From an optimization exercise on the open Yosys and OpenROAD flow, aimed at small area, a short achievable clock period and few clock cycles; shortcuts taken in it are not production practice. In this exercise RTL edits were held to simulation tests only and were not proved equivalent to the original. Power is estimated from default activity; no workload was simulated.

--- design.v ---
`timescale 1ns / 1ps
module add_sub #(parameter WIDTH = 15)(
input signed [WIDTH:0] a,b,
input sel, 
output signed [WIDTH:0] out
);
wire [WIDTH+1:0] sum;
assign sum = sel?a-b:a+b;
assign out = {sum[WIDTH+1],sum[WIDTH-1:0]};
endmodule
`timescale 1ns / 1ps
module mux #(parameter WIDTH = 15)(
input [WIDTH:0] a,b,
input sel,
output [WIDTH:0]out
);
assign out = sel?b:a;
endmodule
`timescale 1ns / 1ps
module shifter#(parameter WIDTH = 15)(
input signed [WIDTH:0] a,
output signed [WIDTH:0] b,
input m , 
input [3:0] i
);
assign b = m? (a)>>>i :((i!=0)?(a)>>>(i-1):a);
endmodule
`timescale 1ns / 1ps
module rom#(parameter WIDTH = 15)(
input clk,
input sel ,
input [3:0] i,
output [WIDTH:0] rom_out
    );
 reg [WIDTH:0] rom_mem [0:19] ;
 initial begin
 rom_mem[0] =  16'b0000010000000000;
 rom_mem[1] =  16'b0000001000000000;
 rom_mem[2] =  16'b0000000100000000;
 rom_mem[3] =  16'b0000000010000000;
 rom_mem[4] =  16'b0000000001000000;
 rom_mem[5] =  16'b0000000000100000;
 rom_mem[6] =  16'b0000000000010000;
 rom_mem[7] =  16'b0000000000001000;
 rom_mem[8] =  16'b0000000000000100;
 rom_mem[9] =  16'b0000000000000010;
 rom_mem[10] =  16'b0000001000110010;
 rom_mem[11] =  16'b0000000100000110;
 rom_mem[12] =  16'b0000000010000001;
 rom_mem[13] =  16'b0000000001000000;
 rom_mem[14] =  16'b0000000000100000;
 rom_mem[15] =  16'b0000000000010000;
 rom_mem[16] =  16'b0000000000001000;
 rom_mem[17] =  16'b0000000000000100;
 rom_mem[18] =  16'b0000000000000010;
 rom_mem[19] =  16'b0000000000000001;
 end   
 assign rom_out = sel?rom_mem[i+9]:rom_mem[i-1];
endmodule
`timescale 1ns / 1ps
module recon_controlpath(
input clk,reset,
output reg selmx,selmy,selmz,
output reg [3:0]  i
);
reg start;
always @ (posedge clk) begin
    if(reset) begin 
        i <= 0;
        selmx <= 0;
        selmy <= 0;
        selmz <= 0; 
        start <= 1;
    end
    else if(start) begin
        if(i!=0) begin
        selmx <= 1;
        selmy <= 1;
        selmz <= 1; 
        end
        if(i != 10) begin
         i <= i+1;
        end
        else if (i==10) begin
            start <= 0;
            i <= 0;
            selmx <= 0;
            selmy <= 0;
            selmz <= 0; 
        end
    end
end
endmodule
`timescale 1ns / 1ps
module recon_datapath#(parameter WIDTH = 15)(
input clk,
input m,div,
input [WIDTH:0] Xo,Yo,Zo ,
input selmx,selmy,selmz,
output reg [WIDTH:0] Xout,Yout, Zout,
input [WIDTH:0] z_rom,
input [3:0] i
);
wire [WIDTH:0] x_mux, y_mux , z_mux;
wire [WIDTH:0] x_asout, y_asout , z_asout; 
wire [WIDTH:0] x_fout;
mux m_x(Xo , Xout , selmx , x_mux);
mux m_y(Yo , Yout , selmy , y_mux);
mux m_z(Zo , Zout , selmz , z_mux);
reg [WIDTH:0] Xi , Yi , Zi;
wire di = div?(~y_mux[15]):z_mux[15];
always @ (posedge clk) begin 
if(i!=0) begin
    Xout <= x_fout;
    Yout <= y_asout;
    Zout <= z_asout;
end
end
wire [WIDTH:0] x_sft, y_sft; 
shifter shftx(x_mux ,x_sft ,m, i);
shifter shfty(y_mux ,y_sft,m, i);
add_sub X_as(x_mux , y_sft ,di, x_asout);
add_sub Y_as(y_mux , x_sft ,di, y_asout);
add_sub Z_as(z_mux , z_rom ,~(di), z_asout);
mux m_xout(x_mux, x_asout , m , x_fout);
endmodule
`timescale 1ns / 1ps
module recon#(parameter WIDTH = 15)(
input clk,reset,m,div,
input [WIDTH:0] Xo, Yo ,Zo,
output [WIDTH:0] Xout , Yout , Zout,
output [3:0] i
);
wire selmx,selmy,selmz;
wire [WIDTH:0] rom_out ;
recon_datapath dt(clk,m,div,Xo,Yo,Zo,selmx, selmy,selmz,Xout, Yout, Zout ,rom_out, i);
recon_controlpath ct(clk,reset,selmx,selmy,selmz,i);
rom rm(clk,m,i,rom_out);
endmodule
`timescale 1ns / 1ps
module latch#(parameter WIDTH=15)(
input [WIDTH:0] Xout,Yout,Zout,
input [3:0] i,
input clk,reset,
output reg [WIDTH:0] X_H,Y_H,Z_H,
input af_en);
always@(posedge clk) begin
    if(reset) begin
        X_H<=16'b0;
        Y_H<=16'b0;
        Z_H<=16'b0;
    end
    else if(i==10&af_en)begin
        X_H<=16'b0000010011010100;
        Y_H<=16'b0;
        Z_H<=Yout;
    end
end
endmodule
`timescale 1ns / 1ps
module ResetLogic#(parameter WIDTH=15 )(
input ext_reset,
input clk,
output reg reset1,reset2,reset3,complete
);
reg [5:0] counter;
always@(posedge clk)begin
    if(ext_reset) begin
        reset1<=1;
        reset2<=1;
        reset3 <=1;
        complete <= 0;
        counter<=0;
    end
    else if(counter==0)begin
        counter<=counter+1;
        reset1<=0;
    end
    else if(counter==11) begin
        reset2<=0;
        counter <= counter + 1;
    end
    else if (counter == 22) begin 
        reset3 <= 0;
        counter <= counter + 1;
    end
    else if(counter ==33) begin
        complete <= 1;
    end
    else if(counter <34) begin 
        counter <= counter + 1;
    end
end
endmodule
`timescale 1ns / 1ps
module Neuron#(parameter WIDTH=15)(
input [WIDTH:0] Xo,Yo,Zo,
input clk,reset,
output [WIDTH:0] Sin_H,Cos_H,Z, 
output reset3,complete,
output [WIDTH:0] Yout,
input af_en
);
wire reset1,reset2;
wire zz;
assign Z=Yout;
wire[WIDTH:0] Xout,Zout;
wire [3:0] i1,i2;
wire [WIDTH:0] X_H,Y_H,Z_H;
reg [3:0] i1_d;
ResetLogic RL(reset,clk,reset1,reset2,reset3,complete);
recon linear(clk,reset1,1'b0,1'b0,Xo, Yo ,Zo,Xout , Yout , Zout, i1);
always @(posedge clk) i1_d <= i1;
latch l1(Xout,Yout,Zout, i1_d,clk,reset1,X_H,Y_H,Z_H,af_en);
recon hyperbolic(clk,reset2,1'b1,1'b0,X_H,Y_H,Z_H,Cos_H,Sin_H,zz,i2);
endmodule
`timescale 1ns / 1ps
module recon_top_level#(parameter WIDTH = 15)( 
input [WIDTH:0] Xo, Zo , Yo,
input clk,
input ext_reset,
input [1:0] sel,
output [WIDTH:0] mac_out,
output [WIDTH:0] f,
input af_en,
output complete
);
wire [WIDTH:0] z, coshz, sinhz;
wire reset3;
Neuron #(WIDTH)inneuron(Xo,Yo,Zo,clk,ext_reset, sinhz,coshz,z,reset3,complete,mac_out,af_en);
wire sign_z=z[WIDTH];
wire [WIDTH:0]relu ;
assign relu=sign_z?0:z;
wire [WIDTH:0] ez, ez_1;
add_sub #(WIDTH) adder1(coshz, sinhz, sel[0], ez);
add_sub #(WIDTH) adder2(ez, 16'b0000010000000000, sel[0], ez_1);
wire [WIDTH:0] w2,w3;
wire [WIDTH:0] divisor , dividend;
mux  #(WIDTH)m1(ez, coshz, sel[0], w2);
mux #(WIDTH) m2(ez_1, sinhz, sel[0], w3);
wire [WIDTH:0] div_out;
assign divisor =  {w3[15], (w3[14:0]>>2) };
assign dividend = {w2[15], (w2[14:0]>>2) };
wire [WIDTH:0] X_divout,Y_divout;
recon #(WIDTH) r_div(
 clk,reset3,1'b0,1'b1,
divisor, dividend ,16'b0,
 X_divout , Y_divout , div_out
);
assign f=sel[1]?(sel[0]?mac_out:relu):div_out;  
endmodule
--- run.sh ---
#!/bin/bash
# synth_recipe.tcl (not shown) runs the flow's synth.tcl, then flattens the netlist and writes it again
# the make line also repeats each setting of config.mk as NAME=value (left out here)
make -C /OpenROAD-flow-scripts/flow DESIGN_CONFIG=/design/flow/config.mk WORK_HOME=/design/flow/orfs CLKGATE_MAP_FILE= SYNTH_SCRIPT=/design/flow/synth_recipe.tcl finish
--- config.mk ---
export PLATFORM = sky130hd
export DESIGN_NAME = recon_top_level
export DESIGN_NICKNAME = recon_top_level
export VERILOG_FILES = /design/flow/design.v
export SDC_FILE = /design/flow/constraint.sdc
export NUM_CORES = 4
export LEC_CHECK = 0
export CAP_MARGIN = 20
export CORE_MARGIN = 2
export CORE_UTILIZATION = 40
export SLEW_MARGIN = 20
--- constraint.sdc ---
create_clock -name core_clock -period 8.5 [get_ports {clk}]
set_input_delay 1.7000 -clock core_clock [delete_from_list [all_inputs] [get_ports {clk}]]
set_output_delay 1.7000 -clock core_clock [all_outputs]
set_load 0.01 [all_outputs]
==> impl_metrics.env, run 1 <==
export IMPL_outcome="complete, no violations"
export IMPL_cts_root_buffer="clkbuf_16"
export IMPL_wl_um=62400
export IMPL_synth_top_area_cell="edfxtp_1"
export IMPL_cp_num_buf_inv=4
export IMPL_grt_start_max_net_pins=50
export IMPL_path_depth=35
export IMPL_chipHeight_um=229
export IMPL_drc=0
export IMPL_synth_compound_area_share_pct=21.1
export IMPL_cp_common_cell="a21oi_1"
export IMPL_finalSetupViolations=0
export IMPL_syn_area_per_cell_um2=8.27
export IMPL_synthArstFlopShare_pct=0
export IMPL_synth_seq_cells=199
export IMPL_syn_inst=2447
export IMPL_initial_utilization_pct=40.4
export IMPL_chipWidth_um=229
export IMPL_rsz0062_at_grt="no"
export IMPL_wl_per_cell_um=19.2
export IMPL_synth_area_leaders="edfxtp_1, ha_1, xnor2_1"
export IMPL_yosys_area_share_xor_xnor_pct=8.51
export IMPL_htreeDepth=4
export IMPL_cap_violations=0
export IMPL_cp_max_fo=14
export IMPL_end_kind="flip-flop"
export IMPL_start_kind="primary input"
export IMPL_track_usage_pct=23.8
export IMPL_post_cts_resize_count=0
export IMPL_p_total_w=0.00369
export IMPL_slew_headroom_pct=28.2
export IMPL_num_vias=18424
export IMPL_cp_startpoint="sel[0]"
export IMPL_drtIter0Drc=1457
export IMPL_hold_path_end="inneuron.l1.Z_H[3]$_SDFFE_PP0P_"
export IMPL_antenna_found_initial=1
export IMPL_vias_per_cell=5.66
export IMPL_grt_pass1_vias=17892
export IMPL_skew_ns=0.0226
export IMPL_io_pins=86
export IMPL_hold_class="reg -> reg"
export IMPL_synth_area_mm2=0.0202
export IMPL_synth_seq_area_share_pct=26.8
export IMPL_fillers=4983
export IMPL_synthMuxAreaShare_pct=10.6
export IMPL_synth_cell_types=99
export IMPL_critical_path_required_ns=8.75
export IMPL_leakage_nw=9.08
export IMPL_clock_path_buffers=2
export IMPL_synth_edf_count=144
export IMPL_cp_slowest_stage_delay_ns=0.39
export IMPL_drtAntennaViolNets=0
export IMPL_grt_pass1_wl_um=98800
export IMPL_dp_hpwl_um=49000
export IMPL_synth_flop_cell="edfxtp_1"
export IMPL_place_port_buffers=85
export IMPL_clkSinkCount=199
export IMPL_synthAdderAreaFrac_pct=10.4
export IMPL_critical_path_reg2reg_startpoint="inneuron.hyperbolic.dt.Yout[1]$_DFFE_PP_"
export IMPL_clk_latency_ns=0.50
export IMPL_fmax_mhz=124
export IMPL_worstHoldPathCells=2
export IMPL_fin_crit_ns=8.09
export IMPL_critPathSlowestCell="or3_1"
export IMPL_yosys_area_share_simple_pct=17.7
export IMPL_die_area_mm2=0.0524
export IMPL_synth_top_area_share_pct=21.4
export IMPL_ctsHoldBuffers=0
export IMPL_reg2reg_to="r_div.dt.Yout[15]$_DFFE_PN_"
export IMPL_rrSetupSlack_ns=0.43
export IMPL_worstSetupPathType="in -> reg"
export IMPL_reg2reg_depth=35
export IMPL_hold_violations=0
export IMPL_ys_warn_count=7
export IMPL_drive_gt1_share_pct=13.0
export IMPL_worst_ep_arrival_time_ns=8.34
export IMPL_worstMarginPinSlew_ns=1.07
export IMPL_hold_start="inneuron.l1.Z_H[3]$_SDFFE_PP0P_"
export IMPL_synth_top_family_by_area="compound AO/OA/AOI/OAI gates"
export IMPL_nets=2784
export IMPL_cts_tree="built"
export IMPL_fin_crit_sh_pct=95.2
export IMPL_power_density_mw_per_mm2=160
export IMPL_overflow=0
export IMPL_irDropWorstVdd_v=0.000155
export IMPL_path_delay_family="compound AO/OA/AOI/OAI gates"
export IMPL_area_growth_pct=14.5
export IMPL_core_mm2=0.0501
export IMPL_finalCoreUtilization_pct=46.2
export IMPL_row_count=82
export IMPL_clk_pin_slew_ns=0.08
export IMPL_first_pass_iters=7
export IMPL_numCtsBuffers=17
export IMPL_slew_viol_final=0
export IMPL_post_cts_buffers=0
export IMPL_gp_congestion=0.950
export IMPL_synth_nets=2664
## layout by cell type (no fill, tap or decap), drive strengths merged, types with 27 or more instances in the layout
| master | n |
|---|---|
| xor2 | 61 |
| nand3 | 50 |
| clkdlybuf4s50 | 84 |
| dfxtp | 55 |
| mux2i | 62 |
| xnor2 | 133 |
| a21oi | 224 |
| ha | 157 |
| and2 | 48 |
| inv | 148 |
| a21boi | 27 |
| nand2 | 294 |
| o21ai | 175 |
| edfxtp | 144 |
| buf | 133 |
| nor2 | 223 |
| o21a | 34 |
| nor3 | 43 |
| nand2b | 27 |
| mux2 | 87 |
## synthesized netlist by cell type, drive strengths merged (7+ instances only)
| library cell | number |
|---|---|
| xor2 | 61 |
| mux2i | 62 |
| and2 | 48 |
| a211oi | 22 |
| mux4 | 24 |
| o31ai | 12 |
| o21bai | 22 |
| o21ai | 175 |
| nand2b | 27 |
| or3 | 11 |
| o22ai | 10 |
| a21o | 21 |
| nor2b | 25 |
| a21boi | 27 |
| a31oi | 23 |
| nor3 | 43 |
| nor2 | 223 |
| a21oi | 224 |
| dfxtp | 55 |
| clkbuf | 90 |
| xnor2 | 133 |
| o21a | 34 |
| ha | 157 |
| inv | 141 |
| buf | 26 |
| o211ai | 19 |
| fa | 7 |
| mux2 | 87 |
| and3 | 20 |
| nand2 | 294 |
| a22oi | 11 |
| edfxtp | 144 |
| nand3 | 50 |
| nand4 | 9 |
## registers in the layout (all words and copies together) (netlist names), 6 cells and up
name	flops
inneuron.linear.dt.Yout	16
r_div.dt.Zout	16
inneuron.RL.counter	6
r_div.dt.Yout	16
inneuron.hyperbolic.dt.Zout	16
r_div.dt.Xout	16
inneuron.hyperbolic.dt.Yout	16
inneuron.l1.Z_H	16
inneuron.hyperbolic.dt.Xout	16
inneuron.linear.dt.Xout	16
inneuron.linear.dt.Zout	16
## logic make-up (layout without fill, tap and decap cells)
kind of cell,Yosys count,after routing
fa+ha+maj,164,164
xor+xnor,195,195
mux,173,173
simple gates,781,781
flops,199,199
buf+inv,259,392
other cells,0,1
compound gates,676,676
## area by class of cell
cell class	instances	area [um2]	share of cell area [%]
clock buffer	19	464	2.00
antenna	1	2.50	0.0108
tap	672	841	3.63
inverter	143	537	2.32
clock inverter	13	130	0.562
multi-input combinational	1989	13900	60.0
timing repair buffer	217	1850	7.99
sequential	199	5430	23.4
## how the worst max path moves through the flow
stage	endpoint	slack, ns
after global placement	r_div.dt.Yout[15]$_DFFE_PN_	0.02
final	r_div.dt.Yout[15]$_DFFE_PN_	0.41
after detailed placement	r_div.dt.Yout[15]$_DFFE_PN_	-0.02
after floorplan	r_div.dt.Yout[15]$_DFFE_PN_	0.03
after global routing	r_div.dt.Yout[13]$_DFFE_PN_	0.001
after CTS	r_div.dt.Yout[15]$_DFFE_PN_	0.30
## worst register-to-register path: cells and delay by family (launching register included)
kind	cells	cell delay (ns)
buffers and inverters	2	0.36
adder cells (fa/ha/maj)	3	0.97
XOR/XNOR	1	0.14
multiplexers	1	0.37
AO/OA/AOI/OAI	17	2.80
flip-flops	1	0.48
AND/OR/NAND/NOR	11	2.72
## metrics by stage
stage,setup TNS (ns),hold WS [ns],worst slack [ns],instance area (um2),instances
after global routing,0,0.491,0.00133,23200,3252
after global placement,0,0.444,0.0227,22500,3220
final,0,0.461,0.407,23200,3253
after detailed placement,-0.0235,0.447,-0.0235,22500,3220
after CTS,0,0.465,0.301,23100,3252
after floorplan,0,0.329,0.0311,20300,2447
## report_power, final
part	leakage, nW	internal (W)	switching (W)	total [W]
Clock	0.298	0.000414	0.000437	0.000851
Combinational	7.01	0.000705	0.000809	0.00151
Sequential	1.77	0.00121	0.000124	0.00133
## per-layer routing
layer,wire (um),global-route usage (%)
met5,0,0
met4,1640,8.02
met3,3440,3.67
met2,28800,38.9
met1,28500,32.1
Testbench counts, summed over its fixed seeds: cycles 84,000.
==> run 2: changes to the inputs <==
==> design.v (replaced) <==
module recon_top_level #(parameter WIDTH = 15)(
  input  [WIDTH:0] Xo, Zo, Yo,
  input            clk,
  input            ext_reset,
  input  [1:0]     sel,
  output [WIDTH:0] mac_out,
  output [WIDTH:0] f,
  input            af_en,
  output           complete
);
  localparam [1:0] P_MAC = 2'd0, P_EXP = 2'd1, P_PREP = 2'd2, P_DIV = 2'd3;
  reg [15:0] X, Y, Z, M;
  reg [3:0]  cnt;
  reg [1:0]  ph;
  reg        busy, done;
  assign mac_out  = M;
  assign f        = Z;
  assign complete = done;
  function [15:0] addsub(input [15:0] a, input [15:0] b, input sub);
    reg [16:0] s;
    begin
      s = sub ? ({a[15], a} - {b[15], b}) : ({a[15], a} + {b[15], b});
      addsub = {s[16], s[14:0]};
    end
  endfunction
  function [15:0] divop(input [15:0] w);
    divop = {w[15], w[14:0] >> 2};
  endfunction
  wire start = ext_reset;
  wire [15:0] xa = start ? Xo : X;
  wire [15:0] ya = start ? Yo : Y;
  wire [15:0] za = start ? Zo : Z;
  wire [3:0]  s  = start ? 4'd0 : cnt;
  wire hyp  = !start && ph == P_EXP;
  wire prep = !start && ph == P_PREP;
  wire dv   = !start && ph == P_DIV;
  reg [15:0] rom;
  always @* begin
    if (hyp)
      case (s)
        4'd1:  rom = 16'h0232;
        4'd2:  rom = 16'h0106;
        4'd3:  rom = 16'h0081;
        4'd4:  rom = 16'h0040;
        4'd5:  rom = 16'h0020;
        4'd6:  rom = 16'h0010;
        4'd7:  rom = 16'h0008;
        4'd8:  rom = 16'h0004;
        4'd9:  rom = 16'h0002;
        default: rom = 16'h0001;
      endcase
    else
      rom = 16'h0400 >> s;
  end
  wire di = prep ? sel[0] : dv ? ~ya[15] : za[15];
  wire [31:0] ysx = {{16{ya[15]}}, ya} >> s;
  wire [15:0] ysh = ysx[15:0];
  wire [31:0] xsx = {{16{xa[15]}}, xa} >> s;
  wire [15:0] xsh = xsx[15:0];
  wire [15:0] x_n = addsub(xa, ysh, di);
  wire [15:0] y_n = addsub(ya, xsh, di);
  wire [15:0] z_n = addsub(za, rom, ~di);
  wire [15:0] ez1 = addsub(x_n, 16'h0400, sel[0]);
  wire [15:0] w2  = sel[0] ? X : x_n;
  wire [15:0] w3  = sel[0] ? Y : ez1;
  always @(posedge clk) begin
    if (start) begin
      X    <= Xo;
      Y    <= y_n;
      Z    <= z_n;
      cnt  <= 4'd1;
      ph   <= P_MAC;
      busy <= 1'b1;
      done <= 1'b0;
    end else if (busy) begin
      case (ph)
        P_MAC: begin
          Y   <= y_n;
          Z   <= z_n;
          cnt <= cnt + 4'd1;
          if (cnt == 4'd9) begin
            M <= y_n;
            if (sel[1]) begin
              Z    <= (sel[0] || !y_n[15]) ? y_n : 16'h0000;
              busy <= 1'b0;
              done <= 1'b1;
            end else if (!af_en) begin
              Z    <= sel[0] ? 16'h07fe : 16'h0002;
              busy <= 1'b0;
              done <= 1'b1;
            end else begin
              X   <= 16'h04d4;
              Y   <= 16'h0000;
              Z   <= y_n;
              cnt <= 4'd1;
              ph  <= P_EXP;
            end
          end
        end
        P_EXP: begin
          X   <= x_n;
          Y   <= y_n;
          Z   <= z_n;
          cnt <= cnt + 4'd1;
          if (cnt == 4'd10) begin
            cnt <= 4'd0;
            ph  <= P_PREP;
          end
        end
        P_PREP: begin
          X  <= divop(w3);
          Y  <= divop(w2);
          Z  <= 16'h0000;
          ph <= P_DIV;
        end
        default: begin
          Y   <= y_n;
          Z   <= z_n;
          cnt <= cnt + 4'd1;
          if (cnt == 4'd9) begin
            busy <= 1'b0;
            done <= 1'b1;
          end
        end
      endcase
    end
  end
endmodule
--- a/config.mk
+++ b/config.mk
@@ -10,2 +10,3 @@
 export CORE_UTILIZATION = 40
+export SETUP_SLACK_MARGIN = 5
 export SLEW_MARGIN = 20
==> impl_metrics.env, run 2 <==
export IMPL_cap_violations=0
export IMPL_area_growth_pct=50.7
export IMPL_power_density_mw_per_mm2=349
export IMPL_wl_um=43200
export IMPL_cts_tree="built"
export IMPL_irDropWorstVdd_v=0.000156
export IMPL_end_kind="flip-flop"
export IMPL_power_internal_w=0.00262
export IMPL_clkSinkCount=72
export IMPL_chipHeight_um=157
export IMPL_row_count=56
export IMPL_worstSetupPathType="in -> reg"
export IMPL_clock_path_buffers=2
export IMPL_grt_pass1_wl_um=61300
export IMPL_synthAdderAreaFrac_pct=9.27
export IMPL_num_vias=11030
export IMPL_skew_ns=0.0111
export IMPL_outcome="complete, no violations"
export IMPL_synth_top_family_by_area="compound AO/OA/AOI/OAI gates"
export IMPL_synth_cell_types=85
export IMPL_synth_flop_cell="edfxtp_1"
export IMPL_nets=1528
export IMPL_antenna_cells=0
export IMPL_fmax_mhz=171
export IMPL_placed_area_mm2=0.0106
export IMPL_overflow=0
export IMPL_drive_gt1_share_pct=36.5
export IMPL_tns_ns=0
export IMPL_synthArstFlopShare_pct=0
export IMPL_vias_per_cell=6.37
export IMPL_clk_pin_slew_ns=0.07
export IMPL_seqPwrFrac_pct=13.6
export IMPL_synth_top_area_cell="edfxtp_1"
export IMPL_cts_root_buffer="clkbuf_16"
export IMPL_drc=0
export IMPL_synth_area_leaders="edfxtp_1, ha_1, a21oi_1"
export IMPL_cp_slowest_stage_delay_ns=0.54
export IMPL_first_pass_iters=6
export IMPL_worst_ep_arrival_time_ns=5.96
export IMPL_syn_inst=1187
export IMPL_rsz0062_at_grt="yes"
export IMPL_final_common_cell="buf_4"
export IMPL_leakage_nw=5.75
export IMPL_dp_hpwl_um=28100
export IMPL_initial_utilization_pct=40.5
export IMPL_swShare_pct=47.1
export IMPL_core_mm2=0.0233
export IMPL_fin_crit_sh_pct=68.8
export IMPL_fin_crit_ns=5.85
export IMPL_critical_path_cell_chain="buf_16, buf_12, or4b_4, o211ai_1, o22ai_2, o21ai_2, buf_6, nor4_4, a41oi_2, xnor2_1, ha_2, or4_4, nand3b_1, a41o_1, o41ai_2, xnor2_2, nor4bb_2, o21a_1, o21ai_1"
export IMPL_synth_seq_cells=72
export IMPL_track_usage_pct=33.3
export IMPL_htreeDepth=3
export IMPL_synthMuxAreaShare_pct=11.2
export IMPL_synth_area_mm2=0.00942
export IMPL_syn_area_per_cell_um2=7.93
export IMPL_p_clk_share_pct=8.3
export IMPL_combinationalPowerShare_pct=78.1
export IMPL_synth_common_cells="nand2_1, nor2_1, a21oi_1, o21ai_0, ha_1"
export IMPL_io_pins=86
export IMPL_gp_congestion=0.990
export IMPL_yosysMostFrequentCell="nand2_1"
export IMPL_critPathSlowestCell="or4_4"
export IMPL_worstMarginPinSlew_ns=1.03
export IMPL_clk_latency_ns=0.37
export IMPL_grt_pass1_vias=9966
export IMPL_synth_compound_area_share_pct=25.7
export IMPL_synth_nets=1308
export IMPL_stdcell_area_mm2=0.0142
export IMPL_slew_viol_final=0
export IMPL_start_kind="primary input"
export IMPL_hold_violations=0
export IMPL_wl_per_cell_um=25.0
export IMPL_synth_seq_area_share_pct=22.1
export IMPL_hold_class="reg -> reg"
export IMPL_finalCoreUtilization_pct=61.0
export IMPL_cp_max_fo=5
export IMPL_place_port_buffers=85
export IMPL_switching_power_w=0.00233
export IMPL_critical_path_required_ns=8.62
export IMPL_grt_start_max_net_pins=38
export IMPL_layout_common_cells="buf_4, nand2_1, nor2_1"
export IMPL_antenna_found_initial=0
export IMPL_chipWidth_um=157
export IMPL_ys_warn_count=1
export IMPL_numCtsBuffers=9
export IMPL_synth_top_area_share_pct=20.4
export IMPL_die_area_mm2=0.0248
export IMPL_finalSetupViolations=0
export IMPL_yosys_area_share_simple_pct=19.1
export IMPL_drtIter0Drc=1315
export IMPL_slew_headroom_pct=31.4
export IMPL_synth_edf_count=64
export IMPL_yosys_area_share_xor_xnor_pct=6.98
export IMPL_drtAntennaViolNets=0
run 2: cell count changes in the layout (fill, tap and decap cells not counted), moves of 76 or more:
| cell | change |
|---|---|
| nor2_1 | -139 |
| o21ai_0 | -108 |
| ha_1 | -106 |
| nand2_1 | -182 |
| inv_1 | -76 |
| a21oi_1 | -146 |
| xnor2_1 | -105 |
| edfxtp_1 | -80 |
run 2: worst max-delay path, delay by kind of cell:
| kind | cells | cell delay (ns) |
|---|---|---|
| AOI/OAI and AO/OA | 8 | 1.76 |
| and+or+nand+nor | 5 | 1.56 |
| buffers and inverters | 3 | 0.42 |
| xor gates and xnor gates | 2 | 0.31 |
| adders and majority gates | 1 | 0.19 |
run 2: layout make-up:
cell class / count / area, um2
clock buffer: 10 / 229
clock inverter: 6 / 68.8
fill: 1984 / 9070
inverter: 66 / 268
multi-input combinational: 984 / 8430
sequential: 72 / 2090
tap: 319 / 399
timing repair buffer: 274 / 2720
run 2: per-stage QoR:
stage	hold WS, ns	std cells	setup WS, ns	total power (W)
6_report	0.490	1731	2.65	0.00496
5_1_grt	0.516	1731	2.52	0.00518
4_1_cts	0.495	1664	2.83	0.00429
3_5_place_dp	0.462	1542	1.20	0.00306
3_3_place_gp	0.470	1542	1.18	0.00305
2_1_floorplan	0.477	1187	2.29	0.00234
run 2: logic make-up (layout without fill, tap and decap cells):
| logic type | Yosys count | in the layout |
|---|---|---|
| flip-flops | 72 | 72 |
| AND/OR/NAND/NOR | 381 | 381 |
| XOR/XNOR | 75 | 75 |
| AO/OA/AOI/OAI | 375 | 375 |
| multiplexers | 84 | 85 |
| buffers and inverters | 132 | 356 |
| adder cells (fa/ha/maj) | 68 | 68 |
run 2: power groups by stage:
stage / logic [W] / clock network (W) / registers, W
2_1_floorplan: 0.00170 / 0 / 0.000636
3_3_place_gp: 0.00237 / 0 / 0.000675
3_5_place_dp: 0.00239 / 0 / 0.000675
4_1_cts: 0.00321 / 0.000410 / 0.000671
5_1_grt: 0.00407 / 0.000424 / 0.000683
6_report: 0.00387 / 0.000411 / 0.000675
run 2: metal layers:
| metal | vias to the layer above | GRT usage (%) | wire length, um |
|---|---|---|---|
| met3 | 190 | 7.08 | 5000 |
| met4 | 0 | 14.5 | 2500 |
| li1 | 4819 | - | - |
| met2 | 793 | 50.6 | 18600 |
| met5 | - | 0 | 0 |
| met1 | 5228 | 45.4 | 17100 |
run 2: repair_timing:
item / 4_1_cts / 5_1_grt
pin swaps: 77 / 118
gates resized for setup: 224 / 155
setup buffers: 97 / 66
hold buffers: 0 / 0
endpoints found under the setup margin: 99 / 81
gates cloned: 9 / 1
run 2: path summary, 6_finish.rpt:
check	end	slack, ns	startpoint	cells past startpoint
setup / recovery	X[15]$_DFFE_PP_	2.65	ext_reset	19
hold / removal	done$_SDFFE_PP0P_	0.49	done$_SDFFE_PP0P_	2
hold reg to reg	done$_SDFFE_PP0P_	0.49	done$_SDFFE_PP0P_	2
setup reg to reg	X[15]$_DFFE_PP_	2.97	cnt[2]$_SDFFE_PP0P_	20
Testbench counts of run 2, summed over its fixed seeds: cycles 36,243.
==> run 3: changes to the inputs <==
--- a/config.mk
+++ b/config.mk
@@ -10,3 +10,2 @@
 export CORE_UTILIZATION = 40
-export SETUP_SLACK_MARGIN = 5
 export SLEW_MARGIN = 20
==> impl_metrics.env, run 3 <==
export IMPL_fin_crit_sh_pct=87.0
export IMPL_core_mm2=0.0233
export IMPL_yosys_area_share_xor_xnor_pct=6.98
export IMPL_fmax_mhz=135
export IMPL_swShare_pct=49.0
export IMPL_initial_utilization_pct=40.5
export IMPL_synthArstFlopShare_pct=0
export IMPL_num_vias=9580
export IMPL_synth_area_mm2=0.00942
export IMPL_cp_common_cell="o21ai_0"
export IMPL_overflow=0
export IMPL_first_pass_iters=5
export IMPL_drtIter0Drc=1348
export IMPL_track_usage_pct=28.6
export IMPL_synth_top_area_share_pct=20.4
export IMPL_dp_cells=1540
export IMPL_syn_inst=1187
export IMPL_gp_congestion=0.948
export IMPL_final_cells=1556
export IMPL_end_kind="flip-flop"
export IMPL_cp_num_buf_inv=3
export IMPL_combinationalPowerShare_pct=67.7
export IMPL_row_count=56
export IMPL_clock_path_buffers=2
export IMPL_chipHeight_um=157
export IMPL_vias_per_cell=6.16
export IMPL_post_cts_buffers=0
export IMPL_die_area_mm2=0.0248
export IMPL_ctsHoldBuffers=0
export IMPL_synth_cell_types=85
export IMPL_start_kind="primary input"
export IMPL_irDropWorstVdd_v=0.000127
export IMPL_synthMuxAreaShare_pct=11.2
export IMPL_htreeDepth=3
export IMPL_fin_crit_ns=7.39
export IMPL_synth_top_area_cell="edfxtp_1"
export IMPL_chipWidth_um=157
export IMPL_leakage_nw=4.28
export IMPL_area_growth_pct=15.1
export IMPL_wl_per_cell_um=23.0
export IMPL_power_density_mw_per_mm2=321
export IMPL_clk_pin_slew_ns=0.06
export IMPL_p_clk_share_pct=12.6
export IMPL_rsz0062_at_grt="no"
export IMPL_cp_slowest_stage_delay_ns=0.58
export IMPL_worst_ep_arrival_time_ns=7.47
export IMPL_hold_violations=0
export IMPL_final_common_cell="nand2_1"
export IMPL_grt_pass1_vias=8801
export IMPL_synth_compound_area_share_pct=25.7
export IMPL_nets=1353
export IMPL_seqPwrFrac_pct=19.8
export IMPL_dp_hpwl_um=27700
export IMPL_slew_viol_final=0
export IMPL_drc=0
export IMPL_grt_start_max_net_pins=54
export IMPL_outcome="complete, no violations"
export IMPL_yosysMostFrequentCell="nand2_1"
export IMPL_fin_ws_ns=1.11
export IMPL_synth_seq_cells=72
export IMPL_post_place_ws_ns=0.899
export IMPL_drive_gt1_share_pct=8.57
export IMPL_whs_ns=0.492
export IMPL_post_cts_resize_count=0
export IMPL_slew_headroom_pct=31.8
export IMPL_worstSetupPathType="in -> reg"
export IMPL_yosys_area_share_simple_pct=19.1
export IMPL_clkSinkCount=72
export IMPL_critical_path_cell_chain="buf_4, nand2b_1, inv_2, a22o_1, a22oi_1, a21oi_1, o21ai_0, inv_1, ha_1, or3b_2, o21ai_0, xnor2_1, ha_1, or4_1, o21ai_0, a211o_1, nand3_1, nand2_1, and3b_1, a311oi_1, o211ai_1"
export IMPL_switching_power_w=0.00171
export IMPL_finalSetupViolations=0
export IMPL_drtAntennaViolNets=0
export IMPL_cp_max_fo=53
export IMPL_critPathSlowestCell="a311oi_1"
export IMPL_ys_warn_count=1
export IMPL_path_delay_family="compound AO/OA/AOI/OAI gates"
export IMPL_tns_ns=0
export IMPL_numCtsBuffers=9
export IMPL_skew_ns=0.0113
export IMPL_cts_tree="built"
export IMPL_power_internal_w=0.00177
export IMPL_syn_area_per_cell_um2=7.93
export IMPL_antenna_cells=0
export IMPL_io_pins=86
export IMPL_synth_area_leaders="edfxtp_1, ha_1, a21oi_1"
export IMPL_synth_nets=1308
export IMPL_cts_root_buffer="clkbuf_16"
export IMPL_rrSetupSlack_ns=1.92
export IMPL_cap_violations=0
export IMPL_place_port_buffers=85
export IMPL_hold_class="reg -> reg"
export IMPL_antenna_found_initial=0
export IMPL_critical_path_required_ns=8.57
export IMPL_synth_flop_cell="edfxtp_1"
export IMPL_synth_common_cells="nand2_1, nor2_1, a21oi_1, o21ai_0, ha_1"
export IMPL_synth_top_family_by_area="compound AO/OA/AOI/OAI gates"
export IMPL_synth_edf_count=64
export IMPL_clk_latency_ns=0.36
export IMPL_grt_pass1_wl_um=53400
export IMPL_synth_seq_area_share_pct=22.1
export IMPL_worstMarginPinSlew_ns=1.02
export IMPL_layout_common_cells="nand2_1, nor2_1, a21oi_1"
export IMPL_synthAdderAreaFrac_pct=9.27
export IMPL_wl_um=35800
## run 3: through the flow
step	util (%)	cell area [um2]	total power (W)
floorplan	-	9420	0.00229
global placement	45.2	10500	0.00298
detailed placement	45.2	10500	0.00299
CTS	46.6	10800	0.00344
global route	46.6	10800	0.00371
finish	46.6	10800	0.00348
## run 3: layout make-up
class,count,area (um2)
fillers,2392,12400
multi-input cells,983,6810
flip-flops and latches,72,2080
repair buffers,100,973
well taps,319,399
inverters,66,248
clock buffers,10,229
clock inverters,6,92.6
## run 3: kinds of logic after synthesis
kind of cell,Yosys count
muxes,84
DFF,72
and+or+nand+nor,381
buffers and inverters,132
xor gates and xnor gates,75
adders and majority gates,68
AOI/OAI and AO/OA,375
## run 3: worst register-to-register path: cells and delay by family, from the launching register on
kind | cells | cell delay (ns)
adders and majority gates | 2 | 0.42
muxes | 1 | 0.56
AOI/OAI and AO/OA | 7 | 2.17
buffers and inverters | 2 | 0.59
xor gates and xnor gates | 1 | 0.10
and+or+nand+nor | 6 | 1.59
DFF | 1 | 0.87
## run 3: power by group through the flow
stage	Clock (W)	Combinational [W]	Sequential, W
final	0.000438	0.00235	0.000687
after floorplan	0	0.00166	0.000636
after global placement	0	0.00229	0.000695
after detailed placement	0	0.00230	0.000691
after global routing	0.000451	0.00256	0.000696
after CTS	0.000440	0.00231	0.000684
## run 3: layer usage
layer | part of all wire, % | routed length (um) | track usage, % | vias up
li1 | - | - | - | 4466
met1 | 45 | 16000 | 41.7 | 4523
met2 | 43 | 15300 | 43.0 | 518
met3 | 9.0 | 3210 | 3.96 | 73
met4 | 3.6 | 1280 | 10.5 | 0
met5 | 0 | 0 | 0 | -
## run 3: final timing paths
kind                                     startpoint           endpoint  cells past startpoint
worst max register to register  cnt[0]$_SDFFE_PP1P_    Y[15]$_DFFE_PP_                     19
worst min register to register    done$_SDFFE_PP0P_  done$_SDFFE_PP0P_                      2
worst min-delay path              done$_SDFFE_PP0P_  done$_SDFFE_PP0P_                      2
worst max-delay path                      ext_reset    Y[15]$_DFFE_PP_                     21

## re-timing with driven ports
In the flow no input, the clock included, has a driving cell. The finished layouts below were timed again as built, in two steps.
Step 1 sets driving cells, clkbuf_16 on the clock port and buf_2 on the other inputs (assumed; they add their load-dependent delay and slew).
Step 2, shift: input delay + t, output delay - t, t = (earliest + latest rising clock arrival at the registers) / 2. This alone moves slack from input paths to output paths.
Slacks: ideal / step 1 / step 2; pairs: ideal / step 1.
run	shift t [ns]	setup WS [ns]	worst data-port slew with drivers (ns)	cell pins on the clock port's net
run 1	0.550	0.407 / 0.431 / -0.108	0.04	1
run 2	0.410	2.652 / 2.537 / 2.127	0.19	1
run 3	0.404	1.106 / 1.131 / 0.727	0.04	1
With both steps, setup timing fails in run 1, where it was met with ideal ports. The setup slack of run 2, which loses most, moves by -0.115 ns with the drivers and by -0.525 ns with both steps.
